What follows belongs to an exercise in optimizing a design on an open flow for small area, a short achievable clock period and few clock cycles per item; a production flow would make more cautious choices.
Function was checked by simulation only, so behaviour that the tests miss may differ from the original.
Power and IR drop assume default switching activity.

## flow/run.sh

```bash
#!/bin/bash
# Standard layout, repair of the worst paths aiming at a 3 ns period, plain buffers on the ports.
set -o pipefail
bash standard.sh SETUP_SLACK_MARGIN=6 TNS_END_PERCENT=5 "BUFFER_PORTS_ARGS=-buffer_cell sky130_fd_sc_hd__buf_2" finish > standard.log 2>&1
```

## standard.sh

```bash
#!/bin/bash
# synth_recipe.tcl (not shown) runs the flow's synth.tcl, then flattens the netlist and writes it again
# the make line also repeats each setting of config.mk as NAME=value (left out here)
make -C /OpenROAD-flow-scripts/flow DESIGN_CONFIG=/design/flow/config.mk WORK_HOME=/design/flow/orfs CLKGATE_MAP_FILE= SYNTH_SCRIPT=/design/flow/synth_recipe.tcl "${@:-finish}"
```

## config.mk

```make
export PLATFORM = sky130hd
export DESIGN_NAME = add_up
export DESIGN_NICKNAME = add_up
export VERILOG_FILES = /design/flow/design.v
export SDC_FILE = /design/flow/constraint.sdc
export NUM_CORES = 8
export LEC_CHECK = 0
export ABC_CLOCK_PERIOD_IN_PS = 3500
export CAP_MARGIN = 50
export CORE_MARGIN = 2
export CORE_UTILIZATION = 40
export SETUP_SLACK_MARGIN = 5
export SLEW_MARGIN = 50
```

## constraint.sdc

```tcl
create_clock -name core_clock -period 9.0 [get_ports {clk}]
set_input_delay 1.8000 -clock core_clock [delete_from_list [all_inputs] [get_ports {clk}]]
set_output_delay 1.8000 -clock core_clock [all_outputs]
set_load 0.01 [all_outputs]
```

## design.v

```verilog
module tab0_0(input [3:0] a, output [13:0] c);
  localparam [15:0] Tc0 = 16'h0116;
  assign c[0] = Tc0[a];
  localparam [15:0] Tc1 = 16'h0116;
  assign c[1] = Tc1[a];
  localparam [15:0] Tc2 = 16'h6880;
  assign c[2] = Tc2[a];
  localparam [15:0] Tc3 = 16'h7ee8;
  assign c[3] = Tc3[a];
  localparam [15:0] Tc4 = 16'he996;
  assign c[4] = Tc4[a];
  localparam [15:0] Tc5 = 16'h7ee8;
  assign c[5] = Tc5[a];
  localparam [15:0] Tc6 = 16'he996;
  assign c[6] = Tc6[a];
  localparam [15:0] Tc7 = 16'h177e;
  assign c[7] = Tc7[a];
  localparam [15:0] Tc8 = 16'h9668;
  assign c[8] = Tc8[a];
  localparam [15:0] Tc9 = 16'h8116;
  assign c[9] = Tc9[a];
  localparam [15:0] Tc10 = 16'h1668;
  assign c[10] = Tc10[a];
  localparam [15:0] Tc11 = 16'he880;
  assign c[11] = Tc11[a];
  localparam [15:0] Tc12 = 16'h0000;
  assign c[12] = Tc12[a];
  localparam [15:0] Tc13 = 16'h0000;
  assign c[13] = Tc13[a];
endmodule
module tab0_1(input [3:0] a, output [13:0] c);
  localparam [15:0] Tc0 = 16'h381c;
  assign c[0] = Tc0[a];
  localparam [15:0] Tc1 = 16'h65ba;
  assign c[1] = Tc1[a];
  localparam [15:0] Tc2 = 16'h20ba;
  assign c[2] = Tc2[a];
  localparam [15:0] Tc3 = 16'h1c86;
  assign c[3] = Tc3[a];
  localparam [15:0] Tc4 = 16'h5924;
  assign c[4] = Tc4[a];
  localparam [15:0] Tc5 = 16'h5d04;
  assign c[5] = Tc5[a];
  localparam [15:0] Tc6 = 16'h08ae;
  assign c[6] = Tc6[a];
  localparam [15:0] Tc7 = 16'h6138;
  assign c[7] = Tc7[a];
  localparam [15:0] Tc8 = 16'h7130;
  assign c[8] = Tc8[a];
  localparam [15:0] Tc9 = 16'h4d0c;
  assign c[9] = Tc9[a];
  localparam [15:0] Tc10 = 16'h18a6;
  assign c[10] = Tc10[a];
  localparam [15:0] Tc11 = 16'h08ae;
  assign c[11] = Tc11[a];
  localparam [15:0] Tc12 = 16'h08ae;
  assign c[12] = Tc12[a];
  localparam [15:0] Tc13 = 16'h08ae;
  assign c[13] = Tc13[a];
endmodule
module tab0_2(input [3:0] a, output [13:0] c);
  localparam [15:0] Tc0 = 16'h6996;
  assign c[0] = Tc0[a];
  localparam [15:0] Tc1 = 16'h2902;
  assign c[1] = Tc1[a];
  localparam [15:0] Tc2 = 16'h4094;
  assign c[2] = Tc2[a];
  localparam [15:0] Tc3 = 16'h42d4;
  assign c[3] = Tc3[a];
  localparam [15:0] Tc4 = 16'h2942;
  assign c[4] = Tc4[a];
  localparam [15:0] Tc5 = 16'h4294;
  assign c[5] = Tc5[a];
  localparam [15:0] Tc6 = 16'h2942;
  assign c[6] = Tc6[a];
  localparam [15:0] Tc7 = 16'h2b02;
  assign c[7] = Tc7[a];
  localparam [15:0] Tc8 = 16'h4294;
  assign c[8] = Tc8[a];
  localparam [15:0] Tc9 = 16'h2942;
  assign c[9] = Tc9[a];
  localparam [15:0] Tc10 = 16'h4294;
  assign c[10] = Tc10[a];
  localparam [15:0] Tc11 = 16'h40d4;
  assign c[11] = Tc11[a];
  localparam [15:0] Tc12 = 16'h40d4;
  assign c[12] = Tc12[a];
  localparam [15:0] Tc13 = 16'h40d4;
  assign c[13] = Tc13[a];
endmodule
module tab0_3(input [3:0] a, output [13:0] c);
  localparam [15:0] Tc0 = 16'h45a2;
  assign c[0] = Tc0[a];
  localparam [15:0] Tc1 = 16'h793c;
  assign c[1] = Tc1[a];
  localparam [15:0] Tc2 = 16'h7130;
  assign c[2] = Tc2[a];
  localparam [15:0] Tc3 = 16'h249a;
  assign c[3] = Tc3[a];
  localparam [15:0] Tc4 = 16'h1c86;
  assign c[4] = Tc4[a];
  localparam [15:0] Tc5 = 16'h0c8e;
  assign c[5] = Tc5[a];
  localparam [15:0] Tc6 = 16'h30b2;
  assign c[6] = Tc6[a];
  localparam [15:0] Tc7 = 16'h5924;
  assign c[7] = Tc7[a];
  localparam [15:0] Tc8 = 16'h5d04;
  assign c[8] = Tc8[a];
  localparam [15:0] Tc9 = 16'h08ae;
  assign c[9] = Tc9[a];
  localparam [15:0] Tc10 = 16'h3492;
  assign c[10] = Tc10[a];
  localparam [15:0] Tc11 = 16'h30b2;
  assign c[11] = Tc11[a];
  localparam [15:0] Tc12 = 16'h30b2;
  assign c[12] = Tc12[a];
  localparam [15:0] Tc13 = 16'h30b2;
  assign c[13] = Tc13[a];
endmodule
module tab2_0(input [3:0] a, output [13:0] c);
  localparam [15:0] Tc0 = 16'h3432;
  assign c[0] = Tc0[a];
  localparam [15:0] Tc1 = 16'h3032;
  assign c[1] = Tc1[a];
  localparam [15:0] Tc2 = 16'h3fc2;
  assign c[2] = Tc2[a];
  localparam [15:0] Tc3 = 16'h5964;
  assign c[3] = Tc3[a];
  localparam [15:0] Tc4 = 16'h52b4;
  assign c[4] = Tc4[a];
  localparam [15:0] Tc5 = 16'h5f04;
  assign c[5] = Tc5[a];
  localparam [15:0] Tc6 = 16'hc992;
  assign c[6] = Tc6[a];
  localparam [15:0] Tc7 = 16'h0b42;
  assign c[7] = Tc7[a];
  localparam [15:0] Tc8 = 16'h5158;
  assign c[8] = Tc8[a];
  localparam [15:0] Tc9 = 16'h9d9c;
  assign c[9] = Tc9[a];
  localparam [15:0] Tc10 = 16'h1ee0;
  assign c[10] = Tc10[a];
  localparam [15:0] Tc11 = 16'he000;
  assign c[11] = Tc11[a];
  localparam [15:0] Tc12 = 16'h0000;
  assign c[12] = Tc12[a];
  localparam [15:0] Tc13 = 16'h0000;
  assign c[13] = Tc13[a];
endmodule
module tab2_1(input [3:0] a, output [13:0] c);
  localparam [15:0] Tc0 = 16'h0ff0;
  assign c[0] = Tc0[a];
  localparam [15:0] Tc1 = 16'h0f00;
  assign c[1] = Tc1[a];
  localparam [15:0] Tc2 = 16'h3ccc;
  assign c[2] = Tc2[a];
  localparam [15:0] Tc3 = 16'h9a5a;
  assign c[3] = Tc3[a];
  localparam [15:0] Tc4 = 16'h239c;
  assign c[4] = Tc4[a];
  localparam [15:0] Tc5 = 16'hcc10;
  assign c[5] = Tc5[a];
  localparam [15:0] Tc6 = 16'ha54a;
  assign c[6] = Tc6[a];
  localparam [15:0] Tc7 = 16'h500a;
  assign c[7] = Tc7[a];
  localparam [15:0] Tc8 = 16'h0ffa;
  assign c[8] = Tc8[a];
  localparam [15:0] Tc9 = 16'h5550;
  assign c[9] = Tc9[a];
  localparam [15:0] Tc10 = 16'hcc36;
  assign c[10] = Tc10[a];
  localparam [15:0] Tc11 = 16'hccfe;
  assign c[11] = Tc11[a];
  localparam [15:0] Tc12 = 16'hccfe;
  assign c[12] = Tc12[a];
  localparam [15:0] Tc13 = 16'hccfe;
  assign c[13] = Tc13[a];
endmodule
module tab2_2(input [3:0] a, output [13:0] c);
  localparam [15:0] Tc0 = 16'h6666;
  assign c[0] = Tc0[a];
  localparam [15:0] Tc1 = 16'heeee;
  assign c[1] = Tc1[a];
  localparam [15:0] Tc2 = 16'hb4b4;
  assign c[2] = Tc2[a];
  localparam [15:0] Tc3 = 16'h37c8;
  assign c[3] = Tc3[a];
  localparam [15:0] Tc4 = 16'h6d5a;
  assign c[4] = Tc4[a];
  localparam [15:0] Tc5 = 16'h85a0;
  assign c[5] = Tc5[a];
  localparam [15:0] Tc6 = 16'h9c66;
  assign c[6] = Tc6[a];
  localparam [15:0] Tc7 = 16'h2644;
  assign c[7] = Tc7[a];
  localparam [15:0] Tc8 = 16'h6222;
  assign c[8] = Tc8[a];
  localparam [15:0] Tc9 = 16'hdd22;
  assign c[9] = Tc9[a];
  localparam [15:0] Tc10 = 16'h5a78;
  assign c[10] = Tc10[a];
  localparam [15:0] Tc11 = 16'h5070;
  assign c[11] = Tc11[a];
  localparam [15:0] Tc12 = 16'h5070;
  assign c[12] = Tc12[a];
  localparam [15:0] Tc13 = 16'h5070;
  assign c[13] = Tc13[a];
endmodule
module tab2_3(input [3:0] a, output [13:0] c);
  localparam [15:0] Tc0 = 16'h33cc;
  assign c[0] = Tc0[a];
  localparam [15:0] Tc1 = 16'hffcc;
  assign c[1] = Tc1[a];
  localparam [15:0] Tc2 = 16'h99aa;
  assign c[2] = Tc2[a];
  localparam [15:0] Tc3 = 16'h1ef0;
  assign c[3] = Tc3[a];
  localparam [15:0] Tc4 = 16'h8666;
  assign c[4] = Tc4[a];
  localparam [15:0] Tc5 = 16'he888;
  assign c[5] = Tc5[a];
  localparam [15:0] Tc6 = 16'hc33c;
  assign c[6] = Tc6[a];
  localparam [15:0] Tc7 = 16'hf330;
  assign c[7] = Tc7[a];
  localparam [15:0] Tc8 = 16'hc0fc;
  assign c[8] = Tc8[a];
  localparam [15:0] Tc9 = 16'h300c;
  assign c[9] = Tc9[a];
  localparam [15:0] Tc10 = 16'h969a;
  assign c[10] = Tc10[a];
  localparam [15:0] Tc11 = 16'hb2ba;
  assign c[11] = Tc11[a];
  localparam [15:0] Tc12 = 16'hb2ba;
  assign c[12] = Tc12[a];
  localparam [15:0] Tc13 = 16'hb2ba;
  assign c[13] = Tc13[a];
endmodule
module tab1_0(input [7:0] a, output [13:0] h, output [13:0] l);
  localparam [15:0] Th0 = 16'h6996;
  assign h[0] = Th0[a[7:4]];
  localparam [15:0] Th1 = 16'h177e;
  assign h[1] = Th1[a[7:4]];
  localparam [15:0] Th2 = 16'hf00e;
  assign h[2] = Th2[a[7:4]];
  localparam [15:0] Th3 = 16'h9968;
  assign h[3] = Th3[a[7:4]];
  localparam [15:0] Th4 = 16'h4bda;
  assign h[4] = Th4[a[7:4]];
  localparam [15:0] Th5 = 16'ha1a0;
  assign h[5] = Th5[a[7:4]];
  localparam [15:0] Th6 = 16'hf1f0;
  assign h[6] = Th6[a[7:4]];
  localparam [15:0] Th7 = 16'h3d3c;
  assign h[7] = Th7[a[7:4]];
  localparam [15:0] Th8 = 16'h5756;
  assign h[8] = Th8[a[7:4]];
  localparam [15:0] Th9 = 16'hfffe;
  assign h[9] = Th9[a[7:4]];
  localparam [15:0] Th10 = 16'h9668;
  assign h[10] = Th10[a[7:4]];
  localparam [15:0] Th11 = 16'he880;
  assign h[11] = Th11[a[7:4]];
  localparam [15:0] Th12 = 16'h0000;
  assign h[12] = Th12[a[7:4]];
  localparam [15:0] Th13 = 16'h0000;
  assign h[13] = Th13[a[7:4]];
  localparam [15:0] Tl0 = 16'h33cc;
  assign l[0] = Tl0[a[3:0]];
  localparam [15:0] Tl1 = 16'h3cf0;
  assign l[1] = Tl1[a[3:0]];
  localparam [15:0] Tl2 = 16'h6aaa;
  assign l[2] = Tl2[a[3:0]];
  localparam [15:0] Tl3 = 16'hb3cc;
  assign l[3] = Tl3[a[3:0]];
  localparam [15:0] Tl4 = 16'hcc00;
  assign l[4] = Tl4[a[3:0]];
  localparam [15:0] Tl5 = 16'h9696;
  assign l[5] = Tl5[a[3:0]];
  localparam [15:0] Tl6 = 16'hb2b2;
  assign l[6] = Tl6[a[3:0]];
  localparam [15:0] Tl7 = 16'he718;
  assign l[7] = Tl7[a[3:0]];
  localparam [15:0] Tl8 = 16'hc4dc;
  assign l[8] = Tl8[a[3:0]];
  localparam [15:0] Tl9 = 16'h07e0;
  assign l[9] = Tl9[a[3:0]];
  localparam [15:0] Tl10 = 16'hf800;
  assign l[10] = Tl10[a[3:0]];
  localparam [15:0] Tl11 = 16'h0000;
  assign l[11] = Tl11[a[3:0]];
  localparam [15:0] Tl12 = 16'h0000;
  assign l[12] = Tl12[a[3:0]];
  localparam [15:0] Tl13 = 16'h0000;
  assign l[13] = Tl13[a[3:0]];
endmodule
module tab1_1(input [7:0] a, output [13:0] h, output [13:0] l);
  localparam [15:0] Th0 = 16'h9966;
  assign h[0] = Th0[a[7:4]];
  localparam [15:0] Th1 = 16'h1188;
  assign h[1] = Th1[a[7:4]];
  localparam [15:0] Th2 = 16'h4b5a;
  assign h[2] = Th2[a[7:4]];
  localparam [15:0] Th3 = 16'h38c6;
  assign h[3] = Th3[a[7:4]];
  localparam [15:0] Th4 = 16'h6ea8;
  assign h[4] = Th4[a[7:4]];
  localparam [15:0] Th5 = 16'h1696;
  assign h[5] = Th5[a[7:4]];
  localparam [15:0] Th6 = 16'h54d4;
  assign h[6] = Th6[a[7:4]];
  localparam [15:0] Th7 = 16'h5b24;
  assign h[7] = Th7[a[7:4]];
  localparam [15:0] Th8 = 16'h93c8;
  assign h[8] = Th8[a[7:4]];
  localparam [15:0] Th9 = 16'h1300;
  assign h[9] = Th9[a[7:4]];
  localparam [15:0] Th10 = 16'h8a66;
  assign h[10] = Th10[a[7:4]];
  localparam [15:0] Th11 = 16'h8aee;
  assign h[11] = Th11[a[7:4]];
  localparam [15:0] Th12 = 16'h8aee;
  assign h[12] = Th12[a[7:4]];
  localparam [15:0] Th13 = 16'h8aee;
  assign h[13] = Th13[a[7:4]];
  localparam [15:0] Tl0 = 16'hc33c;
  assign l[0] = Tl0[a[3:0]];
  localparam [15:0] Tl1 = 16'h65a6;
  assign l[1] = Tl1[a[3:0]];
  localparam [15:0] Tl2 = 16'h89c8;
  assign l[2] = Tl2[a[3:0]];
  localparam [15:0] Tl3 = 16'hc23c;
  assign l[3] = Tl3[a[3:0]];
  localparam [15:0] Tl4 = 16'hcf0c;
  assign l[4] = Tl4[a[3:0]];
  localparam [15:0] Tl5 = 16'h9aa6;
  assign l[5] = Tl5[a[3:0]];
  localparam [15:0] Tl6 = 16'h75ae;
  assign l[6] = Tl6[a[3:0]];
  localparam [15:0] Tl7 = 16'h0f5e;
  assign l[7] = Tl7[a[3:0]];
  localparam [15:0] Tl8 = 16'hf00e;
  assign l[8] = Tl8[a[3:0]];
  localparam [15:0] Tl9 = 16'ha554;
  assign l[9] = Tl9[a[3:0]];
  localparam [15:0] Tl10 = 16'hc968;
  assign l[10] = Tl10[a[3:0]];
  localparam [15:0] Tl11 = 16'h0180;
  assign l[11] = Tl11[a[3:0]];
  localparam [15:0] Tl12 = 16'h0100;
  assign l[12] = Tl12[a[3:0]];
  localparam [15:0] Tl13 = 16'h0100;
  assign l[13] = Tl13[a[3:0]];
endmodule
module tab1_2(input [7:0] a, output [13:0] h, output [13:0] l);
  localparam [15:0] Th0 = 16'h6996;
  assign h[0] = Th0[a[7:4]];
  localparam [15:0] Th1 = 16'h188e;
  assign h[1] = Th1[a[7:4]];
  localparam [15:0] Th2 = 16'ha224;
  assign h[2] = Th2[a[7:4]];
  localparam [15:0] Th3 = 16'h6992;
  assign h[3] = Th3[a[7:4]];
  localparam [15:0] Th4 = 16'he87e;
  assign h[4] = Th4[a[7:4]];
  localparam [15:0] Th5 = 16'h2432;
  assign h[5] = Th5[a[7:4]];
  localparam [15:0] Th6 = 16'hecfe;
  assign h[6] = Th6[a[7:4]];
  localparam [15:0] Th7 = 16'he30e;
  assign h[7] = Th7[a[7:4]];
  localparam [15:0] Th8 = 16'hdcc2;
  assign h[8] = Th8[a[7:4]];
  localparam [15:0] Th9 = 16'h33ce;
  assign h[9] = Th9[a[7:4]];
  localparam [15:0] Th10 = 16'h5a94;
  assign h[10] = Th10[a[7:4]];
  localparam [15:0] Th11 = 16'h50d4;
  assign h[11] = Th11[a[7:4]];
  localparam [15:0] Th12 = 16'h50d4;
  assign h[12] = Th12[a[7:4]];
  localparam [15:0] Th13 = 16'h50d4;
  assign h[13] = Th13[a[7:4]];
  localparam [15:0] Tl0 = 16'h5a5a;
  assign l[0] = Tl0[a[3:0]];
  localparam [15:0] Tl1 = 16'hc6c6;
  assign l[1] = Tl1[a[3:0]];
  localparam [15:0] Tl2 = 16'h0df2;
  assign l[2] = Tl2[a[3:0]];
  localparam [15:0] Tl3 = 16'h5558;
  assign l[3] = Tl3[a[3:0]];
  localparam [15:0] Tl4 = 16'h0f0a;
  assign l[4] = Tl4[a[3:0]];
  localparam [15:0] Tl5 = 16'h669c;
  assign l[5] = Tl5[a[3:0]];
  localparam [15:0] Tl6 = 16'hb42c;
  assign l[6] = Tl6[a[3:0]];
  localparam [15:0] Tl7 = 16'hfb0c;
  assign l[7] = Tl7[a[3:0]];
  localparam [15:0] Tl8 = 16'h55a6;
  assign l[8] = Tl8[a[3:0]];
  localparam [15:0] Tl9 = 16'h3362;
  assign l[9] = Tl9[a[3:0]];
  localparam [15:0] Tl10 = 16'h6978;
  assign l[10] = Tl10[a[3:0]];
  localparam [15:0] Tl11 = 16'h7170;
  assign l[11] = Tl11[a[3:0]];
  localparam [15:0] Tl12 = 16'h7170;
  assign l[12] = Tl12[a[3:0]];
  localparam [15:0] Tl13 = 16'h7170;
  assign l[13] = Tl13[a[3:0]];
endmodule
module tab1_3(input [7:0] a, output [13:0] h, output [13:0] l);
  localparam [15:0] Th0 = 16'h6996;
  assign h[0] = Th0[a[7:4]];
  localparam [15:0] Th1 = 16'hb224;
  assign h[1] = Th1[a[7:4]];
  localparam [15:0] Th2 = 16'hccc8;
  assign h[2] = Th2[a[7:4]];
  localparam [15:0] Th3 = 16'h6996;
  assign h[3] = Th3[a[7:4]];
  localparam [15:0] Th4 = 16'h188e;
  assign h[4] = Th4[a[7:4]];
  localparam [15:0] Th5 = 16'h077e;
  assign h[5] = Th5[a[7:4]];
  localparam [15:0] Th6 = 16'h00fe;
  assign h[6] = Th6[a[7:4]];
  localparam [15:0] Th7 = 16'haa54;
  assign h[7] = Th7[a[7:4]];
  localparam [15:0] Th8 = 16'h0fa4;
  assign h[8] = Th8[a[7:4]];
  localparam [15:0] Th9 = 16'hf004;
  assign h[9] = Th9[a[7:4]];
  localparam [15:0] Th10 = 16'h9692;
  assign h[10] = Th10[a[7:4]];
  localparam [15:0] Th11 = 16'hb2b2;
  assign h[11] = Th11[a[7:4]];
  localparam [15:0] Th12 = 16'hb2b2;
  assign h[12] = Th12[a[7:4]];
  localparam [15:0] Th13 = 16'hb2b2;
  assign h[13] = Th13[a[7:4]];
  localparam [15:0] Tl0 = 16'h6666;
  assign l[0] = Tl0[a[3:0]];
  localparam [15:0] Tl1 = 16'h11ee;
  assign l[1] = Tl1[a[3:0]];
  localparam [15:0] Tl2 = 16'h5ab4;
  assign l[2] = Tl2[a[3:0]];
  localparam [15:0] Tl3 = 16'h6cc8;
  assign l[3] = Tl3[a[3:0]];
  localparam [15:0] Tl4 = 16'he666;
  assign l[4] = Tl4[a[3:0]];
  localparam [15:0] Tl5 = 16'h4bb4;
  assign l[5] = Tl5[a[3:0]];
  localparam [15:0] Tl6 = 16'h155e;
  assign l[6] = Tl6[a[3:0]];
  localparam [15:0] Tl7 = 16'hc3c2;
  assign l[7] = Tl7[a[3:0]];
  localparam [15:0] Tl8 = 16'hcfce;
  assign l[8] = Tl8[a[3:0]];
  localparam [15:0] Tl9 = 16'hfc02;
  assign l[9] = Tl9[a[3:0]];
  localparam [15:0] Tl10 = 16'h6664;
  assign l[10] = Tl10[a[3:0]];
  localparam [15:0] Tl11 = 16'h4444;
  assign l[11] = Tl11[a[3:0]];
  localparam [15:0] Tl12 = 16'h4444;
  assign l[12] = Tl12[a[3:0]];
  localparam [15:0] Tl13 = 16'h4444;
  assign l[13] = Tl13[a[3:0]];
endmodule
module kfix1(input [3:0] sel, output [12:0] v);
  assign v = ({13{sel[0]}} & 13'd2971) | ({13{sel[1]}} & 13'd7105) | ({13{sel[2]}} & 13'd7529) | ({13{sel[3]}} & 13'd7657);
endmodule
module tab3_0(input [7:0] a, output [13:0] h, output [13:0] l);
  localparam [15:0] Th0 = 16'h0ff0;
  assign h[0] = Th0[a[7:4]];
  localparam [15:0] Th1 = 16'ha5aa;
  assign h[1] = Th1[a[7:4]];
  localparam [15:0] Th2 = 16'h9c66;
  assign h[2] = Th2[a[7:4]];
  localparam [15:0] Th3 = 16'hb0d2;
  assign h[3] = Th3[a[7:4]];
  localparam [15:0] Th4 = 16'hbf02;
  assign h[4] = Th4[a[7:4]];
  localparam [15:0] Th5 = 16'h2664;
  assign h[5] = Th5[a[7:4]];
  localparam [15:0] Th6 = 16'hfb44;
  assign h[6] = Th6[a[7:4]];
  localparam [15:0] Th7 = 16'hc378;
  assign h[7] = Th7[a[7:4]];
  localparam [15:0] Th8 = 16'h0380;
  assign h[8] = Th8[a[7:4]];
  localparam [15:0] Th9 = 16'h595a;
  assign h[9] = Th9[a[7:4]];
  localparam [15:0] Th10 = 16'hf40a;
  assign h[10] = Th10[a[7:4]];
  localparam [15:0] Th11 = 16'h000a;
  assign h[11] = Th11[a[7:4]];
  localparam [15:0] Th12 = 16'h000a;
  assign h[12] = Th12[a[7:4]];
  localparam [15:0] Th13 = 16'h000a;
  assign h[13] = Th13[a[7:4]];
  localparam [15:0] Tl0 = 16'h6996;
  assign l[0] = Tl0[a[3:0]];
  localparam [15:0] Tl1 = 16'hd442;
  assign l[1] = Tl1[a[3:0]];
  localparam [15:0] Tl2 = 16'hf0f2;
  assign l[2] = Tl2[a[3:0]];
  localparam [15:0] Tl3 = 16'h9964;
  assign l[3] = Tl3[a[3:0]];
  localparam [15:0] Tl4 = 16'hbb22;
  assign l[4] = Tl4[a[3:0]];
  localparam [15:0] Tl5 = 16'hdd44;
  assign l[5] = Tl5[a[3:0]];
  localparam [15:0] Tl6 = 16'h77ee;
  assign l[6] = Tl6[a[3:0]];
  localparam [15:0] Tl7 = 16'h00ee;
  assign l[7] = Tl7[a[3:0]];
  localparam [15:0] Tl8 = 16'h6688;
  assign l[8] = Tl8[a[3:0]];
  localparam [15:0] Tl9 = 16'h22aa;
  assign l[9] = Tl9[a[3:0]];
  localparam [15:0] Tl10 = 16'he196;
  assign l[10] = Tl10[a[3:0]];
  localparam [15:0] Tl11 = 16'h1f7e;
  assign l[11] = Tl11[a[3:0]];
  localparam [15:0] Tl12 = 16'hfffe;
  assign l[12] = Tl12[a[3:0]];
  localparam [15:0] Tl13 = 16'hfffe;
  assign l[13] = Tl13[a[3:0]];
endmodule
module tab3_1(input [7:0] a, output [13:0] h, output [13:0] l);
  localparam [15:0] Th0 = 16'h33cc;
  assign h[0] = Th0[a[7:4]];
  localparam [15:0] Th1 = 16'hc3f0;
  assign h[1] = Th1[a[7:4]];
  localparam [15:0] Th2 = 16'h9596;
  assign h[2] = Th2[a[7:4]];
  localparam [15:0] Th3 = 16'h2ad4;
  assign h[3] = Th3[a[7:4]];
  localparam [15:0] Th4 = 16'h3318;
  assign h[4] = Th4[a[7:4]];
  localparam [15:0] Th5 = 16'h5a86;
  assign h[5] = Th5[a[7:4]];
  localparam [15:0] Th6 = 16'hc642;
  assign h[6] = Th6[a[7:4]];
  localparam [15:0] Th7 = 16'ha8a8;
  assign h[7] = Th7[a[7:4]];
  localparam [15:0] Th8 = 16'hff00;
  assign h[8] = Th8[a[7:4]];
  localparam [15:0] Th9 = 16'h0ff0;
  assign h[9] = Th9[a[7:4]];
  localparam [15:0] Th10 = 16'hcc3c;
  assign h[10] = Th10[a[7:4]];
  localparam [15:0] Th11 = 16'hccfc;
  assign h[11] = Th11[a[7:4]];
  localparam [15:0] Th12 = 16'hccfc;
  assign h[12] = Th12[a[7:4]];
  localparam [15:0] Th13 = 16'hccfc;
  assign h[13] = Th13[a[7:4]];
  localparam [15:0] Tl0 = 16'h6996;
  assign l[0] = Tl0[a[3:0]];
  localparam [15:0] Tl1 = 16'h2b42;
  assign l[1] = Tl1[a[3:0]];
  localparam [15:0] Tl2 = 16'hd402;
  assign l[2] = Tl2[a[3:0]];
  localparam [15:0] Tl3 = 16'h6994;
  assign l[3] = Tl3[a[3:0]];
  localparam [15:0] Tl4 = 16'he78e;
  assign l[4] = Tl4[a[3:0]];
  localparam [15:0] Tl5 = 16'h1f7e;
  assign l[5] = Tl5[a[3:0]];
  localparam [15:0] Tl6 = 16'h0f0e;
  assign l[6] = Tl6[a[3:0]];
  localparam [15:0] Tl7 = 16'h6968;
  assign l[7] = Tl7[a[3:0]];
  localparam [15:0] Tl8 = 16'hdbda;
  assign l[8] = Tl8[a[3:0]];
  localparam [15:0] Tl9 = 16'ha1a0;
  assign l[9] = Tl9[a[3:0]];
  localparam [15:0] Tl10 = 16'h9866;
  assign l[10] = Tl10[a[3:0]];
  localparam [15:0] Tl11 = 16'h88ee;
  assign l[11] = Tl11[a[3:0]];
  localparam [15:0] Tl12 = 16'h88ee;
  assign l[12] = Tl12[a[3:0]];
  localparam [15:0] Tl13 = 16'h88ee;
  assign l[13] = Tl13[a[3:0]];
endmodule
module tab3_2(input [7:0] a, output [13:0] h, output [13:0] l);
  localparam [15:0] Th0 = 16'h9696;
  assign h[0] = Th0[a[7:4]];
  localparam [15:0] Th1 = 16'h17e8;
  assign h[1] = Th1[a[7:4]];
  localparam [15:0] Th2 = 16'h18f0;
  assign h[2] = Th2[a[7:4]];
  localparam [15:0] Th3 = 16'h8666;
  assign h[3] = Th3[a[7:4]];
  localparam [15:0] Th4 = 16'he888;
  assign h[4] = Th4[a[7:4]];
  localparam [15:0] Th5 = 16'h55aa;
  assign h[5] = Th5[a[7:4]];
  localparam [15:0] Th6 = 16'h5500;
  assign h[6] = Th6[a[7:4]];
  localparam [15:0] Th7 = 16'h99cc;
  assign h[7] = Th7[a[7:4]];
  localparam [15:0] Th8 = 16'hbbaa;
  assign h[8] = Th8[a[7:4]];
  localparam [15:0] Th9 = 16'h22cc;
  assign h[9] = Th9[a[7:4]];
  localparam [15:0] Th10 = 16'h3cf0;
  assign h[10] = Th10[a[7:4]];
  localparam [15:0] Th11 = 16'h30f0;
  assign h[11] = Th11[a[7:4]];
  localparam [15:0] Th12 = 16'h30f0;
  assign h[12] = Th12[a[7:4]];
  localparam [15:0] Th13 = 16'h30f0;
  assign h[13] = Th13[a[7:4]];
  localparam [15:0] Tl0 = 16'ha55a;
  assign l[0] = Tl0[a[3:0]];
  localparam [15:0] Tl1 = 16'h0a50;
  assign l[1] = Tl1[a[3:0]];
  localparam [15:0] Tl2 = 16'h339c;
  assign l[2] = Tl2[a[3:0]];
  localparam [15:0] Tl3 = 16'h694a;
  assign l[3] = Tl3[a[3:0]];
  localparam [15:0] Tl4 = 16'h24fa;
  assign l[4] = Tl4[a[3:0]];
  localparam [15:0] Tl5 = 16'he3c6;
  assign l[5] = Tl5[a[3:0]];
  localparam [15:0] Tl6 = 16'h10ce;
  assign l[6] = Tl6[a[3:0]];
  localparam [15:0] Tl7 = 16'h66a8;
  assign l[7] = Tl7[a[3:0]];
  localparam [15:0] Tl8 = 16'h78f0;
  assign l[8] = Tl8[a[3:0]];
  localparam [15:0] Tl9 = 16'h70f0;
  assign l[9] = Tl9[a[3:0]];
  localparam [15:0] Tl10 = 16'hd5aa;
  assign l[10] = Tl10[a[3:0]];
  localparam [15:0] Tl11 = 16'hffaa;
  assign l[11] = Tl11[a[3:0]];
  localparam [15:0] Tl12 = 16'hffaa;
  assign l[12] = Tl12[a[3:0]];
  localparam [15:0] Tl13 = 16'hffaa;
  assign l[13] = Tl13[a[3:0]];
endmodule
module tab3_3(input [7:0] a, output [13:0] h, output [13:0] l);
  localparam [15:0] Th0 = 16'h5a5a;
  assign h[0] = Th0[a[7:4]];
  localparam [15:0] Th1 = 16'h3636;
  assign h[1] = Th1[a[7:4]];
  localparam [15:0] Th2 = 16'hcd32;
  assign h[2] = Th2[a[7:4]];
  localparam [15:0] Th3 = 16'h5a68;
  assign h[3] = Th3[a[7:4]];
  localparam [15:0] Th4 = 16'hfada;
  assign h[4] = Th4[a[7:4]];
  localparam [15:0] Th5 = 16'h39c6;
  assign h[5] = Th5[a[7:4]];
  localparam [15:0] Th6 = 16'h073e;
  assign h[6] = Th6[a[7:4]];
  localparam [15:0] Th7 = 16'haa54;
  assign h[7] = Th7[a[7:4]];
  localparam [15:0] Th8 = 16'h5a0e;
  assign h[8] = Th8[a[7:4]];
  localparam [15:0] Th9 = 16'h9c98;
  assign h[9] = Th9[a[7:4]];
  localparam [15:0] Th10 = 16'hbaba;
  assign h[10] = Th10[a[7:4]];
  localparam [15:0] Th11 = 16'hbaba;
  assign h[11] = Th11[a[7:4]];
  localparam [15:0] Th12 = 16'hbaba;
  assign h[12] = Th12[a[7:4]];
  localparam [15:0] Th13 = 16'hbaba;
  assign h[13] = Th13[a[7:4]];
  localparam [15:0] Tl0 = 16'h6996;
  assign l[0] = Tl0[a[3:0]];
  localparam [15:0] Tl1 = 16'h4d24;
  assign l[1] = Tl1[a[3:0]];
  localparam [15:0] Tl2 = 16'h2b62;
  assign l[2] = Tl2[a[3:0]];
  localparam [15:0] Tl3 = 16'h8e78;
  assign l[3] = Tl3[a[3:0]];
  localparam [15:0] Tl4 = 16'h33bc;
  assign l[4] = Tl4[a[3:0]];
  localparam [15:0] Tl5 = 16'hcc30;
  assign l[5] = Tl5[a[3:0]];
  localparam [15:0] Tl6 = 16'hccfc;
  assign l[6] = Tl6[a[3:0]];
  localparam [15:0] Tl7 = 16'h3c0c;
  assign l[7] = Tl7[a[3:0]];
  localparam [15:0] Tl8 = 16'hf30c;
  assign l[8] = Tl8[a[3:0]];
  localparam [15:0] Tl9 = 16'hff0c;
  assign l[9] = Tl9[a[3:0]];
  localparam [15:0] Tl10 = 16'h969a;
  assign l[10] = Tl10[a[3:0]];
  localparam [15:0] Tl11 = 16'hb2ba;
  assign l[11] = Tl11[a[3:0]];
  localparam [15:0] Tl12 = 16'hb2ba;
  assign l[12] = Tl12[a[3:0]];
  localparam [15:0] Tl13 = 16'hb2ba;
  assign l[13] = Tl13[a[3:0]];
endmodule
module kfix3(input [3:0] sel, output [12:0] v);
  assign v = ({13{sel[0]}} & 13'd1763) | ({13{sel[1]}} & 13'd805) | ({13{sel[2]}} & 13'd581) | ({13{sel[3]}} & 13'd515);
endmodule
`timescale 1ns / 1ps
module add_up(
    input [14:0] in,
    output [17:0] out1,output [17:0] out2,
    output [17:0] out4,output [17:0] out3,
    input clk,
    input rst,
    input in_valid,
    output in_ready,
    output out_valid
    );
assign in_ready = 1'b1;
reg  [3:0]  cnt;         
reg         dir;         
reg         pact;        
reg  [3:0]  pj;          
wire        take  = in_valid & ~rst;
wire        shift = take | (pact & (cnt == 4'd0));    
wire        pv    = shift & pact;                     
always @(posedge clk) begin
    if (rst) begin
        cnt <= 4'd0; pj <= 4'd0; dir <= 1'b0; pact <= 1'b0;
    end else begin
        if (pv) begin
            pj <= pj + 4'd1;
            if (pj == 4'd15) pact <= 1'b0;
        end
        if (take) begin
            cnt <= cnt + 4'd1;
            if (cnt == 4'd15) begin
                dir <= ~dir; pact <= 1'b1; pj <= 4'd0;
            end
        end
    end
end
wire [15:0] p;           
dct_array ua(.clk(clk), .shift(shift), .dir(dir), .smp(in), .p(p));
wire [3:0] x0b, x2b;     
wire [7:0] db;           
dct_serial us(.clk(clk), .pv(pv), .first(pj == 4'd0), .p(p), .x0b(x0b), .x2b(x2b), .db(db));
wire [3:0] a0 = {x0b[0], x0b[1], x0b[2], x0b[3]};      
wire [3:0] a2 = {x2b[0], x2b[1], x2b[2], x2b[3]};
wire [7:0] a1 = {db[0], db[1], db[2], db[3], db[4], db[5], db[6], db[7]};
reg  [7:0] XO [0:3];     
reg  [7:0] XE [0:3];     
reg  [4:0] V;            
reg  [3:0] J [0:4];      
integer i;
always @(posedge clk) begin
    XO[0] <= (pj == 4'd15) ? ~a1 : a1; XE[0] <= {a0, a2}; J[0] <= pj;
    for (i = 1; i < 4; i = i + 1) begin XO[i] <= XO[i - 1]; XE[i] <= XE[i - 1]; end
    for (i = 1; i < 5; i = i + 1) J[i] <= J[i - 1];
    if (rst) V <= 5'd0;
    else     V <= {V[3:0], pv};
end
wire [12:0] res [0:15];  
reg  [3:0]  fin;         
genvar k;
generate
    for (k = 0; k < 4; k = k + 1) begin : grp
        wire [13:0] c0w, c2w, h1, l1, h3, l3;
        reg  [13:0] c0, c1, c2, c3;
        reg         first, ns, last;
        wire [14:0] mask;
        if (k == 0) begin : t0
            tab0_0 u0(XE[0][7:4], c0w); tab1_0 u1(XO[0], h1, l1);
            tab2_0 u2(XE[0][3:0], c2w); tab3_0 u3(XO[0], h3, l3);
        end else if (k == 1) begin : t1
            tab0_1 u0(XE[1][7:4], c0w); tab1_1 u1(XO[1], h1, l1);
            tab2_1 u2(XE[1][3:0], c2w); tab3_1 u3(XO[1], h3, l3);
        end else if (k == 2) begin : t2
            tab0_2 u0(XE[2][7:4], c0w); tab1_2 u1(XO[2], h1, l1);
            tab2_2 u2(XE[2][3:0], c2w); tab3_2 u3(XO[2], h3, l3);
        end else begin : t3
            tab0_3 u0(XE[3][7:4], c0w); tab1_3 u1(XO[3], h1, l1);
            tab2_3 u2(XE[3][3:0], c2w); tab3_3 u3(XO[3], h3, l3);
        end
        genvar b;
        for (b = 0; b < 13; b = b + 1) begin : mk
            assign mask[b] = (J[k + 1] >= 15 - b);
        end
        assign mask[13] = 1'b1;
        assign mask[14] = (J[k + 1] != 4'd0);
        always @(posedge clk) begin
            c0    <= c0w;
            c1    <= h1 + l1;
            c2    <= c2w;
            c3    <= h3 + l3;
            first <= (J[k] == 4'd0);
            ns    <= (J[k] == 4'd1) | (J[k] == 4'd2);
            last  <= (J[k] == 4'd15);
            if (rst) fin[k] <= 1'b0;
            else     fin[k] <= V[k + 1] & last;
        end
        dct_acc r0(.clk(clk), .v(V[k + 1]), .first(first), .ns(ns), .neg(last), .mask(mask), .c(c0),  .res(res[4 * k + 0]));
        dct_acc r1(.clk(clk), .v(V[k + 1]), .first(first), .ns(ns), .neg(1'b0), .mask(mask), .c(c1),  .res(res[4 * k + 1]));
        dct_acc r2(.clk(clk), .v(V[k + 1]), .first(first), .ns(ns), .neg(last), .mask(mask), .c(c2),  .res(res[4 * k + 2]));
        dct_acc r3(.clk(clk), .v(V[k + 1]), .first(first), .ns(ns), .neg(1'b0), .mask(mask), .c(c3),  .res(res[4 * k + 3]));
    end
endgenerate
wire [12:0] kf1, kf3;
kfix1 uk1(fin, kf1);
kfix3 uk3(fin, kf3);
wire [12:0] r0 = ({13{fin[0]}} & res[0])  | ({13{fin[1]}} & res[4])  | ({13{fin[2]}} & res[8])  | ({13{fin[3]}} & res[12]);
wire [12:0] r1 = ({13{fin[0]}} & res[1])  | ({13{fin[1]}} & res[5])  | ({13{fin[2]}} & res[9])  | ({13{fin[3]}} & res[13]);
wire [12:0] r2 = ({13{fin[0]}} & res[2])  | ({13{fin[1]}} & res[6])  | ({13{fin[2]}} & res[10]) | ({13{fin[3]}} & res[14]);
wire [12:0] r3 = ({13{fin[0]}} & res[3])  | ({13{fin[1]}} & res[7])  | ({13{fin[2]}} & res[11]) | ({13{fin[3]}} & res[15]);
reg [12:0] o1, o2, o3, o4;
reg        ov;
always @(posedge clk) begin
    if (rst) ov <= 1'b0;
    else     ov <= |fin;
    o1 <= r0;
    o2 <= r1 + kf1;
    o3 <= r2;
    o4 <= r3 + kf3;
end
assign out_valid = ov;
assign out1 = {o1, 5'd0};
assign out2 = {o2, 5'd0};
assign out3 = {o3, 5'd0};
assign out4 = {o4, 5'd0};
endmodule
module dct_array(
    input clk, input shift, input dir, input [14:0] smp,
    output [15:0] p
    );
reg  [15:0] M [0:15];
wire [15:0] inb;
genvar r, c;
generate
    for (c = 0; c < 16; c = c + 1) begin : ib
        if (c == 0) begin : z
            assign inb[c] = 1'b0;
        end else begin : b
            assign inb[c] = smp[15 - c];
        end
    end
    for (r = 0; r < 16; r = r + 1) begin : row
        for (c = 0; c < 16; c = c + 1) begin : col
            localparam P = (r + c) % 2;
            wire dn = (r == 0) ? inb[c] ^ P : ~M[(r == 0) ? 0 : r - 1][c];
            wire rt = (c == 0) ? inb[r] ^ P : ~M[r][(c == 0) ? 0 : c - 1];
            always @(posedge clk)
                if (shift) M[r][c] <= dir ? rt : dn;
        end
    end
    for (c = 0; c < 16; c = c + 1) begin : pl
        localparam P = c % 2;            
        assign p[c] = (dir ? M[15 - c][15] : M[15][15 - c]) ^ P;
    end
endgenerate
endmodule
module dct_serial(
    input clk, input pv, input first, input [15:0] p,
    output [3:0] x0b, output [3:0] x2b, output [7:0] db
    );
reg  [7:0] cs, cd;
reg  [3:0] c0, c2;
wire [7:0] sb;
wire [7:0] cs_in = first ? 8'h00 : cs;
wire [7:0] cd_in = first ? 8'hff : cd;
wire [3:0] c0_in = first ? 4'h0 : c0;
wire [3:0] c2_in = first ? 4'hf : c2;
wire [7:0] ncs, ncd;
wire [3:0] nc0, nc2;
genvar m;
generate
    for (m = 0; m < 8; m = m + 1) begin : sa
        wire a = p[m], b = p[15 - m];
        assign sb[m]  = a ^ b ^ cs_in[m];
        assign ncs[m] = (a & b) | (a & cs_in[m]) | (b & cs_in[m]);
        assign db[m]  = a ^ ~b ^ cd_in[m];
        assign ncd[m] = (a & ~b) | (a & cd_in[m]) | (~b & cd_in[m]);
    end
    for (m = 0; m < 4; m = m + 1) begin : sb2
        wire a = sb[m], b = sb[7 - m];
        assign x0b[m] = a ^ b ^ c0_in[m];
        assign nc0[m] = (a & b) | (a & c0_in[m]) | (b & c0_in[m]);
        assign x2b[m] = a ^ ~b ^ c2_in[m];
        assign nc2[m] = (a & ~b) | (a & c2_in[m]) | (~b & c2_in[m]);
    end
endgenerate
always @(posedge clk)
    if (pv) begin
        cs <= ncs; cd <= ncd; c0 <= nc0; c2 <= nc2;
    end
endmodule
module dct_base(input [14:0] R, input ns, output [14:0] base);
assign base = {ns & R[14], ns ? R[13] : R[14], ~ns & R[13], R[12:1]};
endmodule
module dct_acc(
    input clk, input v, input first, input ns, input neg, input [14:0] mask,
    input [13:0] c, output [12:0] res
    );
reg  [14:0] R;
wire [14:0] base, sum;
dct_base bs(R, ns, base);
wire [14:0] op = {1'b0, ~c[13], c[12:0] ^ {13{neg}}};
dct_add15 ad(.a(base), .b(op), .s(sum));
always @(posedge clk)
    if (v) R <= {sum[14] & mask[14], first ? ~c[13] : sum[13], sum[12:0] & mask[12:0]};
assign res = R[12:0];
endmodule
module dct_add15(input [14:0] a, input [14:0] b, output [14:0] s);
assign s = a + b;
endmodule
```

==> run notes, run 1 <==
Worst setup path
In this run the worst path has a maximum fanout of 4. The slowest stage of the critical path belongs to the cell sky130_fd_sc_hd__fa_1. In this run the worst setup path begins at XO[2][0]. The setup path with the least slack is of type flip-flop to flip-flop. Measured in cells, the most critical reg-to-reg path has a length of 12. The endpoint identified for the worst register-to-register timing path is grp[2].c3[12]. The critical path required time is 9.66 ns.

The buffering stage count on the worst path with inverters included is 1. The critical path's largest stage delay is 0.42 ns. In this design, the largest share of critical-path delay is due to compound AO/OA/AOI/OAI gates. The critical path goes through clkinvlp_4 > ha_1 > xor2_1 > ha_1 > fa_1 > a21o_1 > a21oi_2 > o21ai_0 > o211a_1 > o211a_1 > o21ai_1 > a31o_2. STA puts the critical path data arrival time at 3.71 ns. The number of cells on the critical path is 12. Across all register-to-register paths, the minimum setup slack is 5.94 ns. The type of element capturing the critical path is a flip-flop. The worst reg2reg path startpoint is XO[2][0]. STA classifies the critical path startpoint as a flip-flop.

Pwr
The power density over the cells is 229.6 nW/µm². The worst ir drop on vdd is 175.3 µV. The leakage power summed over all cells is 22.98 nW.

The power dissipated by switching net loads is 4.507 mW. The internal power of the cells totals 8.958 mW. Combinational cells account for 32.5% of the total power.

The clock group share of total power is 30.0%. Of the total power, registers draw 37.5%. Net switching is 33.47% of the power.

Finish
The layout has 11.78k filler cells. The share of the core filled with cells is 45.92%. The final antenna diode count is 0. The number of nets at the end of the flow is 5596. The share of cells above drive strength 1 is 11.54%. From synthesis to final layout, the design area changed by 13.76%. The area of all placed cells without fillers is 58640 µm².

Clock tree
Clock-pin slew was measured on the worst setup and hold paths at 0.07 ns. The H-tree was split into 3 levels. The clock root buffer master is sky130_fd_sc_hd__clkbuf_16. TritonCTS built the clock tree. The number of sinks on the clock net is 880. For this design, the CTS-stage hold fixing added 0 buffers. The maximum buffer depth of the clock tree is 3. For the worst-skew pair, the clock arrives at the later sink with an insertion delay of 0.72 ns. The TritonCTS buffer count is 95.

STA
The accumulated negative setup slack is 0 ns. Setup repair after global routing could not meet its margin everywhere. The number of failing hold endpoints at the final stage came to 0. Derived from the worst setup path, the maximum achievable clock frequency is 0.3272 GHz. The relative slew slack is 47.99%. The clock period minus final worst setup slack is 3.056 ns.

The worst setup skew after layout is 0.02375 ns. The final max-slew violation count came to 0. Dividing the final minimum period by the clock period gives 33.96%. The final setup violation count is 0. For the pin with the worst max-slew slack, the measured transition is 0.7750 ns.

Logic synthesis
The post-synthesis share of cell area spent on and, or, nand and nor gates is 10.79%. Summing the areas of all compound-gate instances in the mapped netlist gives 14.83% of the synthesized area. Yosys mapped a number of flops with a built-in enable equal to 519. The most common cell in the netlist is sky130_fd_sc_hd__edfxtp_1.

In this run the cell area of the synthesized design comes to 51540 µm². The number of different library cells used by synthesis comes to 78. The combinational family with the most area after synthesis is compound AO/OA/AOI/OAI gates. Summing the areas of all xor and xnor instances in the mapped netlist gives 6.100% of the synthesized area. Among all flip-flop cells after synthesis, the most frequent one is sky130_fd_sc_hd__edfxtp_1. In the post-synthesis netlist, the biggest area contributors are sky130_fd_sc_hd__edfxtp_1, sky130_fd_sc_hd__dfxtp_1, sky130_fd_sc_hd__ha_1. The number of warnings issued by yosys is 11. In the synthesized netlist the async set-or-reset flop fraction comes to 0%. Of the total synthesized cell area, the portion taken by full adders, half adders and majority gates is 13.52%. The mean post-synth cell area is 10.42 µm². Synthesis inferred 880 register bits. The top-area cell type share of the netlist area is 30.24%. Sorting the synthesized cells by how often they occur yields sky130_fd_sc_hd__edfxtp_1, sky130_fd_sc_hd__ha_1, sky130_fd_sc_hd__nor2_1. The number of cells produced by synthesis is 4945. The library cell with the largest summed area after synthesis is sky130_fd_sc_hd__edfxtp_1. In the synthesized netlist, mux cells make up 7.209% of the area. The sequential share of the synthesized area is 44.26%.

GRT
For this run, global-route usage on met3 was measured as 2.163%. The maximum number of pins on one net before global-route repair is 65. The wire length of the first global-routing pass is 196700 µm. Global routing finished with a remaining overflow of 0.

For met2 alone, demand over resource in global routing was 31.75%. The via count of the first global-routing pass came to 34.73k. The layer flagged by global routing as most heavily used is met2. The global routing met1 resource utilization is 25.64%. The number of antenna violations at the first check in global routing was 2.

For this run, the total global-route usage over all layers was measured as 19.00%.

Detailed routing
In the final routed layout, each cell accounts on average for 19.02 µm. The routed via count is 36.95k. The detailed-router iteration count before antenna repair is 6.

The detailed-route wire length is 129200 µm. The detailed router finished its first iteration with 2903 violations. The remaining number of nets flagged by the antenna check after routing is 0. The number of vias per cell after detailed routing is 5.439.

The number of DRC violations after detailed routing is 0.

Floorplanning
The floorplan step set the die height to 363.0 µm. The die boundary width is 363.0 µm. In this run the count of I/O pins placed on the die edge is 92.

In this run the core area contains 131 standard-cell rows. The die outline area is 131700 µm². After floorplanning, the core was sized to cover 127700 µm². The initial core utilization is 40.37%.

Placed design
The last weighted congestion value of the routability-driven placer is 0.9062. The placed standard-cell area is 53710 µm². Input and output buffers added on the ports amount to 70.

The estimated wirelength of the detail-placed design is 93770 µm.

Worst hold path
The number of cells traversed by the worst hold path is 0. The endpoint of the worst hold-timing path is J[1][3]. The type of the most critical hold path is flip-flop to flip-flop. The startpoint of the worst hold path is J[0][3].

Run
Across the run, the number of max-cap violations was 0.

Outcome
The run finished with no timing, DRC or antenna violations.
==> cells in the final DEF, fill, tap and decap left out, drive strengths merged, types with 27 or more instances in the layout <==
cell type,count
nor2b,78
a211oi,80
xnor2,158
xor2,201
o21bai,35
nand2b,51
edfxtp,519
nor2,410
a22oi,106
nor3,111
mux2,42
clkinv,38
dfxtp,361
a31oi,27
buf,168
o21a,62
inv,234
and2,45
a21o,116
fa,50
ha,477
nand2,308
a21oi,312
mux2i,315
and3,35
o21ai,270
nand3,56
clkbuf,131
==> timing repair <==
| item | 4_1_cts | 5_1_grt |
|---|---|---|
| pin swaps | 12 | 20 |
| setup endpoints to repair | 442 | 219 |
| buffers inserted | 42 | 28 |
| resized for setup | 179 | 71 |
| gates cloned | 4 | 2 |
==> power by group through the flow <==
stage	Clock [mW]	Combinational [mW]	Sequential (mW)
after floorplan	0	3.44	4.92
after global placement	0	4.09	5.17
after detailed placement	0	4.15	5.16
after CTS	4.14	4.29	5.07
after global routing	4.29	4.90	5.09
final	4.04	4.38	5.05
==> final cells by class <==
class / instances / area (µm²) / share of cell area (%)
clock buffers: 127 / 2736 / 4.667
well taps: 1662 / 2079 / 3.546
clock inverters: 51 / 523.0 / 0.8920
multi-input cells: 3655 / 27770 / 47.37
inverters: 243 / 962.2 / 1.641
repair buffers: 176 / 1597 / 2.723
flip-flops and latches: 880 / 22960 / 39.16
==> layer usage <==
metal / share of wire [%] / vias to the layer above
met1: 45 / 17760
li1: - / 18170
met4: 3.2 / 0
met2: 48 / 838
met3: 4.4 / 192
met5: 0 / -
==> state kept, by name, indices dropped and copies added, names as in the netlist, 20 cells and up <==
register  cells
XE           32
XO           32
J            20
grp.r1.R     60
grp.c0       39
grp.r0.R     60
grp.c1       53
grp.c3       53
grp.c2       48
ua.M        255
grp.r2.R     60
grp.r3.R     60
==> kinds of logic after synthesis <==
group           Yosys count
simple gates           1198
flops                   880
fa+ha+maj               527
other cells               2
compound gates         1189
mux                     361
buf+inv                 429
xor+xnor                359
==> through the flow <==
stage               hold WS (ns)  cells  setup slack, ns  power (mW)
global placement          0.3739   6536            4.860       9.253
CTS                       0.3974   6764            5.937       13.50
finish                    0.3821   6794            5.944       13.47
global route              0.4018   6794            5.831       14.28
floorplan                 0.3290   4964            1.397       8.361
detailed placement        0.3798   6540            4.618       9.312
==> worst max path at each step <==
| stage | endpoint | slack, ns |
|---|---|---|
| CTS | grp[3].r2.R[12] | 5.94 |
| global placement | ua.M[0][2] | 4.86 |
| finish | grp[2].c3[12] | 5.94 |
| global route | grp[2].c3[12] | 5.83 |
| detailed placement | ua.M[0][2] | 4.62 |
| floorplan | pj[3] | 1.40 |
Testbench counts, summed over its fixed seeds: cycles 5,304, blocks 320.
==> run 2, diff against run 1 <==
--- a/config.mk
+++ b/config.mk
@@ -8,6 +8,6 @@
 export ABC_CLOCK_PERIOD_IN_PS = 3500
 export CAP_MARGIN = 50
 export CORE_MARGIN = 2
-export CORE_UTILIZATION = 40
+export CORE_UTILIZATION = 30
 export SETUP_SLACK_MARGIN = 5
 export SLEW_MARGIN = 50
==> run notes, run 2 <==
STA
The number of failing hold endpoints at the final stage is 0 (unchanged). The final setup violation count is 0 (unchanged). The setup slack after layout is 5.929 ns (-0.01535 ns). The final max-slew violation count is 0 (unchanged). The pin slew with the least headroom to its limit is 0.7334 ns (-0.04164 ns). The maximum operating frequency is 0.3256 GHz (-0.50%).

Setup repair after global routing could not meet its margin everywhere. The relative slew slack is 50.88% (+2.9 points). The clock period minus final worst setup slack is 3.071 ns (+0.01535 ns).

The worst setup skew after layout is 0.05490 ns (+0.03115 ns). The part of the cycle the worst path needs is 34.13% (+0.17 points). The accumulated negative setup slack came to 0 ns (unchanged).

Placed design
The estimated wirelength of the detail-placed design is 97930 µm (+4.4%). The count of buffers inserted at the top-level ports is 70 (unchanged). The last weighted congestion value of the routability-driven placer is 0.9116 (+0.60%). The placed standard-cell area is 54430 µm² (+1.3%). The post-placement setup slack was 4.530 ns (-0.08832 ns).

Clock tree
The clock root buffer master is sky130_fd_sc_hd__clkbuf_16. The TritonCTS buffer count is 99 (+4.2%). The maximum buffer depth of the clock tree is 3 (unchanged). The maximum level of the CTS H-tree came to 3 (unchanged). The TritonCTS clock tree is built. The clock latency on the worst-skew pair is 0.75 ns (+0.03 ns). The number of sinks on the clock net is 880 (unchanged). The clock transition at the registers of the reported paths is 0.07 ns (about the same).

Logic synthesis
The sequential share of the synthesized area was 44.26% (unchanged). Ranked by total cell area, the synthesized netlist is headed by sky130_fd_sc_hd__edfxtp_1, sky130_fd_sc_hd__dfxtp_1, sky130_fd_sc_hd__ha_1. The library cell with the largest summed area after synthesis is sky130_fd_sc_hd__edfxtp_1.

The mean post-synth cell area came to 10.42 µm² (unchanged). The top-area cell type share of the netlist area is 30.24% (unchanged). The number of synthesized flops with an enable pin is 519 (unchanged). The share of flip-flops with an asynchronous set or reset after synthesis came to 0% (unchanged). The number of warnings issued by yosys was 11 (unchanged). The flip-flop and latch count after synthesis is 880 (unchanged). The synthesized cell area came to 51540 µm² (unchanged). The number of cells produced by synthesis came to 4945 (unchanged).

The most common cell in the netlist is sky130_fd_sc_hd__edfxtp_1. The count of unique library cells instantiated by Yosys came to 78 (unchanged). The commonest cells after synthesis are sky130_fd_sc_hd__edfxtp_1, sky130_fd_sc_hd__ha_1, sky130_fd_sc_hd__nor2_1. The most used flip-flop cell after synthesis is sky130_fd_sc_hd__edfxtp_1.

Worst setup path
The internal reg-to-reg setup slack was 5.98 ns (+0.04 ns). The arrival time of the worst setup path was 1.27 ns (-2.44 ns). The kind of cell with the highest combined delay on the critical path is flip-flops. The worst setup path is captured at an output port. The buffering stage count on the worst path with inverters included was 1 (unchanged). The startpoint identified for the worst register-to-register timing path is XO[0][4]. The kind of start point of the critical path is a flip-flop.

The most critical setup path has its startpoint at o4[12]. The capture point of the worst reg-to-reg path is grp[0].c1[4]. Traced cell by cell, the critical path runs through buf_2. The critical path required time was 7.20 ns (-2.46 ns). The category of the critical setup timing path is flip-flop to output port. The critical path ends at out4[17]. The number of cells on the worst reg-to-reg path came to 15 (+3).

The critical-path maximum fanout is 1 (-3). The critical path's largest stage delay is 0.38 ns (-0.04 ns). The number of cells on the critical path is 1 (-11). The slowest stage of the critical path is the sky130_fd_sc_hd__dfxtp_4 cell.

Floorplanning
The top-level port count is 92 (unchanged). The core footprint came to 171200 µm² (+34%). The die boundary width is 418.5 µm (+15%). The die outline area came to 175100 µm² (+33%).

The chip height is 418.5 µm (+15%). The initial core utilization is 30.11% (-10 points). The total number of placement rows came to 152 (+16%).

GRT
The overall overflow remaining after global route is 0 (unchanged). The number of antenna violations at the first check in global routing is 5 (+3). The via count of the first global-routing pass came to 35.75k (+3.0%).

The total routing usage reported by global routing is 14.77% (-4.2 points). The wire length of the first global-routing pass is 202600 µm (+3.0%). The maximum number of pins on one net before global-route repair was 63 (-3.1%).

Finish
From synthesis to final layout, the design area changed by 16.27%. The number of inserted filler cells in the final layout is 17.03k (+45%). The share of cells above drive strength 1 is 12.38% (+0.84 points). The number of flip-flops in the largest register is 255 (unchanged). The area of all placed cells without fillers is 59930 µm² (+2.2%). The top cell types in the final layout, fill and taps aside, are sky130_fd_sc_hd__edfxtp_1, sky130_fd_sc_hd__ha_1, sky130_fd_sc_hd__nor2_1. The library cell used most frequently in the layout, excluding fill and tap cells, is sky130_fd_sc_hd__edfxtp_1. The register bank with the most flops is ua.M.

The number of nets at the end of the flow came to 5637 (+0.73%).

Pwr
The worst ir drop on vdd is 170.9 µV (-2.5%). The power density over the cells is 227.3 nW/µm² (-1.0%). The power after layout is 13.62 mW (+1.2%). The leakage power summed over all cells is 23.21 nW (+1.0%).

Detailed routing
The wire length per cell is 18.16 µm (-4.5%). The detailed-route wire length is 134600 µm (+4.2%). The number of DRC violations after detailed routing is 0 (unchanged). The number of vias per cell after detailed routing was 5.023 (-7.6%). The met1 wire length came to 57430 µm (-0.79%). The routed via count came to 37.25k (+0.80%). The detailed-router iteration count before antenna repair is 5 (-1). The wire length on met2 is 64640 µm (+5.1%). The remaining number of nets flagged by the antenna check after routing came to 0 (unchanged). The number of DRC violations after detailed-routing iteration 0 is 2532 (-13%). The length of routed met3 wiring is 5986 µm (+4.3%). The highest routing layer actually used is met5.

Run
The count of maximum capacitance violations was 0 (unchanged).

Worst hold path
The type of the most critical hold path is flip-flop to flip-flop.

Outcome
The run finished with no timing, DRC or antenna violations.
==> run 2: cell counts after synthesis <==
No cell type changed its count.
==> run 2: per-layer routing <==
layer,global-route usage [%],up-vias
met1,18.62,17870
li1,-,18240
met5,0,-
met3,1.811,254
met4,6.822,4
met2,25.10,881
==> run 2: how the worst min path moves through the flow <==
stage | from | endpoint | slack (ns) | depth (start not counted)
final | pj[1] | J[0][1] | 0.38 | 0
after CTS | pj[1] | J[0][1] | 0.39 | 0
after global placement | J[0][3] | J[1][3] | 0.37 | 0
after floorplan | J[1][1] | J[2][1] | 0.33 | 0
after global routing | pj[1] | J[0][1] | 0.41 | 0
after detailed placement | J[0][3] | J[1][3] | 0.38 | 0
==> run 2: through the flow <==
stage | hold slack [ns] | util, % | instances
after floorplan | 0.3290 | - | 4964
after global placement | 0.3712 | 31.69 | 7108
after detailed placement | 0.3783 | 31.80 | 7112
after CTS | 0.3920 | 34.36 | 7349
after global routing | 0.4066 | 35.01 | 7413
final | 0.3814 | 35.01 | 7415
==> run 2: worst register-to-register path, cell delays in order, from the launching register on <==
cell and delay [ns]:
sky130_fd_sc_hd__dfxtp_4 0.35, sky130_fd_sc_hd__buf_4 0.18, sky130_fd_sc_hd__ha_1 0.28, sky130_fd_sc_hd__a221o_1 0.38
sky130_fd_sc_hd__ha_1 0.35, sky130_fd_sc_hd__a21oi_2 0.08, sky130_fd_sc_hd__buf_4 0.13, sky130_fd_sc_hd__buf_4 0.12
sky130_fd_sc_hd__buf_4 0.12, sky130_fd_sc_hd__buf_4 0.12, sky130_fd_sc_hd__buf_4 0.12, sky130_fd_sc_hd__buf_4 0.12
sky130_fd_sc_hd__buf_4 0.12, sky130_fd_sc_hd__buf_4 0.12, sky130_fd_sc_hd__buf_4 0.12, sky130_fd_sc_hd__xnor2_1 0.20
==> run 2: layout make-up <==
class / instances / area [µm²] / area share, %
Timing Repair Buffer: 213 / 1998 / 3.334
Antenna cell: 4 / 10.01 / 0.01670
Inverter: 243 / 967.2 / 1.614
Tap cell: 2233 / 2794 / 4.662
Sequential cell: 880 / 22960 / 38.32
Clock inverter: 57 / 688.2 / 1.148
Multi-Input combinational cell: 3655 / 27850 / 46.48
Clock buffer: 130 / 2655 / 4.430
==> run 2: cell families (layout without fill, tap and decap cells) <==
| family | after synthesis | count (layout) | share of synthesized area [%] |
|---|---|---|---|
| simple gates | 1198 | 1198 | 10.79 |
| compound gates | 1189 | 1189 | 14.83 |
| flops | 880 | 880 | 44.26 |
| fa+ha+maj | 527 | 527 | 13.52 |
| buf+inv | 429 | 643 | 3.277 |
| mux | 361 | 361 | 7.209 |
| xor+xnor | 359 | 359 | 6.100 |
| other cells | 2 | 25 | 0.01457 |
==> run 2: where the power goes <==
| group | internal, mW | total, mW | switching [mW] |
|---|---|---|---|
| combinational | 1.99 | 4.45 | 2.46 |
| clock | 2.37 | 4.15 | 1.78 |
| sequential | 4.67 | 5.03 | 0.360 |
| total | 9.02 | 13.6 | 4.60 |
==> run 2: what timing repair did <==
item	in CTS	in global routing
gates resized for setup	161	114
hold buffers	0	0
buffers inserted	45	55
pin swaps	18	32
endpoints found under the setup margin	355	264
cloned	5	7
==> run 3, diff against run 2 <==
--- a/config.mk
+++ b/config.mk
@@ -6,8 +6,8 @@
 export NUM_CORES = 8
 export LEC_CHECK = 0
 export ABC_CLOCK_PERIOD_IN_PS = 3500
-export CAP_MARGIN = 50
+export CAP_MARGIN = 0
 export CORE_MARGIN = 2
-export CORE_UTILIZATION = 30
+export CORE_UTILIZATION = 40
 export SETUP_SLACK_MARGIN = 5
-export SLEW_MARGIN = 50
+export SLEW_MARGIN = 0
==> run notes, run 3 <==
GRT
The overall overflow remaining after global route was 0 (unchanged). The number of antenna violations at the first check in global routing came to 2 (-3). The maximum number of pins on one net before global-route repair is 106 (+68%).

Worst setup path
The kind of start point of the critical path is a flip-flop. The cell with the largest stage delay on the worst path is sky130_fd_sc_hd__dfxtp_1. The worst setup path is captured at an output port. The arrival time of the worst setup path came to 1.30 ns (+0.03 ns). The critical path required time is 7.20 ns (about the same).

Floorplanning
The core footprint is 127700 µm² (-25%). The die outline area is 131700 µm² (-25%). The initial core utilization is 40.37% (+10 points). The total number of placement rows was 131 (-14%). The top-level port count came to 92 (unchanged). The chip height was 363.0 µm (-13%).

Finish
The share of cells above drive strength 1 was 11.57% (-0.81 points). The multi-input combinational cell area is 27830 µm² (about the same). The number of flip-flops in the largest register is 255 (unchanged).

The register bank with the most flops is ua.M. The register area is 22940 µm² (about the same). The number of nets at the end of the flow was 5592 (-0.80%). The post-synthesis to final-layout area growth is 13.41%. In the layout the commonest cells are sky130_fd_sc_hd__edfxtp_1, sky130_fd_sc_hd__ha_1, sky130_fd_sc_hd__nor2_1.

Leaving out fill and tap cells, the most frequent cell in the layout is sky130_fd_sc_hd__edfxtp_1.

Placed design
The last weighted congestion value of the routability-driven placer is 0.9062 (-0.59%).

Pwr
The power density over the cells is 230.9 nW/µm² (+1.6%). The worst ir drop on vdd came to 177.3 µV (+3.7%). The power after layout is 13.50 mW (-0.91%). The share of total power in combinational logic is 32.5% (-0.2 points).

The power dissipated by switching net loads came to 4.536 mW (-1.4%).

Clock tree
The clock transition at the registers of the reported paths was 0.06 ns (about the same). The number of sinks on the clock net is 880 (unchanged). The maximum buffer depth of the clock tree is 3 (unchanged). The tree is rooted in a sky130_fd_sc_hd__clkbuf_16.

Logic synthesis
In the synthesized netlist, the cells that appear most often are sky130_fd_sc_hd__edfxtp_1, sky130_fd_sc_hd__ha_1, sky130_fd_sc_hd__nor2_1. The most used flip-flop cell after synthesis is sky130_fd_sc_hd__edfxtp_1. The synthesized design spends more area on one cell type than any other, namely sky130_fd_sc_hd__edfxtp_1. The number of synthesized flops with an enable pin is 519 (unchanged). Yosys attributes the largest share of cell area to sky130_fd_sc_hd__edfxtp_1, sky130_fd_sc_hd__dfxtp_1, sky130_fd_sc_hd__ha_1. The number of cells produced by synthesis was 4945 (unchanged). The mean post-synth cell area was 10.42 µm² (unchanged).

Detailed routing
The number of vias per cell after detailed routing is 5.449 (+8.5%). The wire length per cell is 19.06 µm (+5.0%). The detailed-router iteration count before antenna repair is 8 (+3). The number of DRC violations after detailed-routing iteration 0 was 2954 (+17%).

Worst hold path
The type of the most critical hold path is flip-flop to flip-flop.

STA
The part of the cycle the worst path needs came to 34.49% (+0.37 points). The relative slew slack was 11.12% (-40 points). Setup repair after global routing could not meet its margin everywhere.

Outcome
The run finished with no timing, DRC or antenna violations.
[run 3: cell counts after synthesis]
No cell type changed its count.
[run 3: power by group through the flow]
| stage | logic (mW) | clock network (mW) | registers, mW |
|---|---|---|---|
| floorplan | 3.44 | 0 | 4.92 |
| global placement | 4.09 | 0 | 5.17 |
| detailed placement | 4.14 | 0 | 5.17 |
| CTS | 4.26 | 4.15 | 5.07 |
| global route | 4.93 | 4.29 | 5.09 |
| finish | 4.39 | 4.05 | 5.05 |
[run 3: per-layer routing]
layer | wire (µm) | vias up | GRT usage (%)
li1 | - | 18140 | -
met1 | 57540 | 17800 | 25.59
met2 | 61670 | 856 | 31.56
met3 | 5903 | 201 | 2.109
met4 | 4292 | 2 | 6.533
met5 | 13 | - | 0
[run 3: cell families (layout without fill, tap and decap cells)]
| logic type | count (synthesis) | after routing | synth area share [%] |
|---|---|---|---|
| adder cells (fa/ha/maj) | 527 | 527 | 13.52 |
| multiplexers | 361 | 361 | 7.209 |
| flip-flops | 880 | 880 | 44.26 |
| AND/OR/NAND/NOR | 1198 | 1198 | 10.79 |
| other | 2 | 22 | 0.01457 |
| buffers and inverters | 429 | 591 | 3.277 |
| XOR/XNOR | 359 | 359 | 6.100 |
| AO/OA/AOI/OAI | 1189 | 1189 | 14.83 |
[run 3: final cells by class]
type | instances | share of cell area, %
multi-input cells | 3655 | 47.61
flip-flops and latches | 880 | 39.25
clock buffers | 125 | 4.544
well taps | 1662 | 3.557
repair buffers | 173 | 2.387
inverters | 243 | 1.657
clock inverters | 50 | 0.9996
diodes | 1 | 0.004281
[run 3: metrics by stage]
| step | worst slack (ns) | util [%] | instance area [µm²] | instances | hold slack, ns |
|---|---|---|---|---|---|
| final | 5.896 | 45.78 | 58450 | 6789 | 0.3947 |
| after global routing | 5.856 | 45.78 | 58450 | 6788 | 0.4007 |
| after CTS | 5.724 | 45.08 | 57560 | 6747 | 0.3996 |
| after detailed placement | 4.830 | 41.93 | 53540 | 6536 | 0.3849 |
| after global placement | 4.860 | 41.93 | 53540 | 6536 | 0.3739 |
| after floorplan | 1.397 | - | 51670 | 4964 | 0.3290 |
[run 3: worst register-to-register path: stages (launching register included)]
cell,delay (ns)
sky130_fd_sc_hd__dfxtp_2,0.36
sky130_fd_sc_hd__buf_12,0.18
sky130_fd_sc_hd__nor2_2,0.35
sky130_fd_sc_hd__nand2_2,0.25
sky130_fd_sc_hd__ha_1,0.30
sky130_fd_sc_hd__inv_1,0.08
sky130_fd_sc_hd__fa_1,0.20
sky130_fd_sc_hd__nand2b_1,0.12
sky130_fd_sc_hd__a21oi_1,0.05
sky130_fd_sc_hd__o211ai_1,0.27
sky130_fd_sc_hd__a31oi_2,0.17
sky130_fd_sc_hd__a221oi_1,0.31
sky130_fd_sc_hd__o21bai_1,0.12
sky130_fd_sc_hd__xor2_1,0.14
[run 3: worst paths after layout]
| path | start | end | slack, ns |
|---|---|---|---|
| hold reg to reg | J[0][3] | J[1][3] | 0.39 |
| setup / recovery | o2[12] | out2[17] | 5.90 |
| setup reg to reg | fin[0] | o2[12] | 6.00 |
| hold / removal | J[0][3] | J[1][3] | 0.39 |
[run 3: repair_timing]
item                       in CTS  in global routing
resized for setup             146                136
setup endpoints to repair     526                530
cloned                          2                  3
pin swaps                      15                 30
buffers inserted               34                 38

Setup slack of run 3, layout unchanged: 5.896 ns with ideal ports, 5.828 ns with driving cells assumed (clock clkbuf_16, inputs buf_2), 5.380 ns with port delays also shifted by the 0.774 ns mid clock arrival.
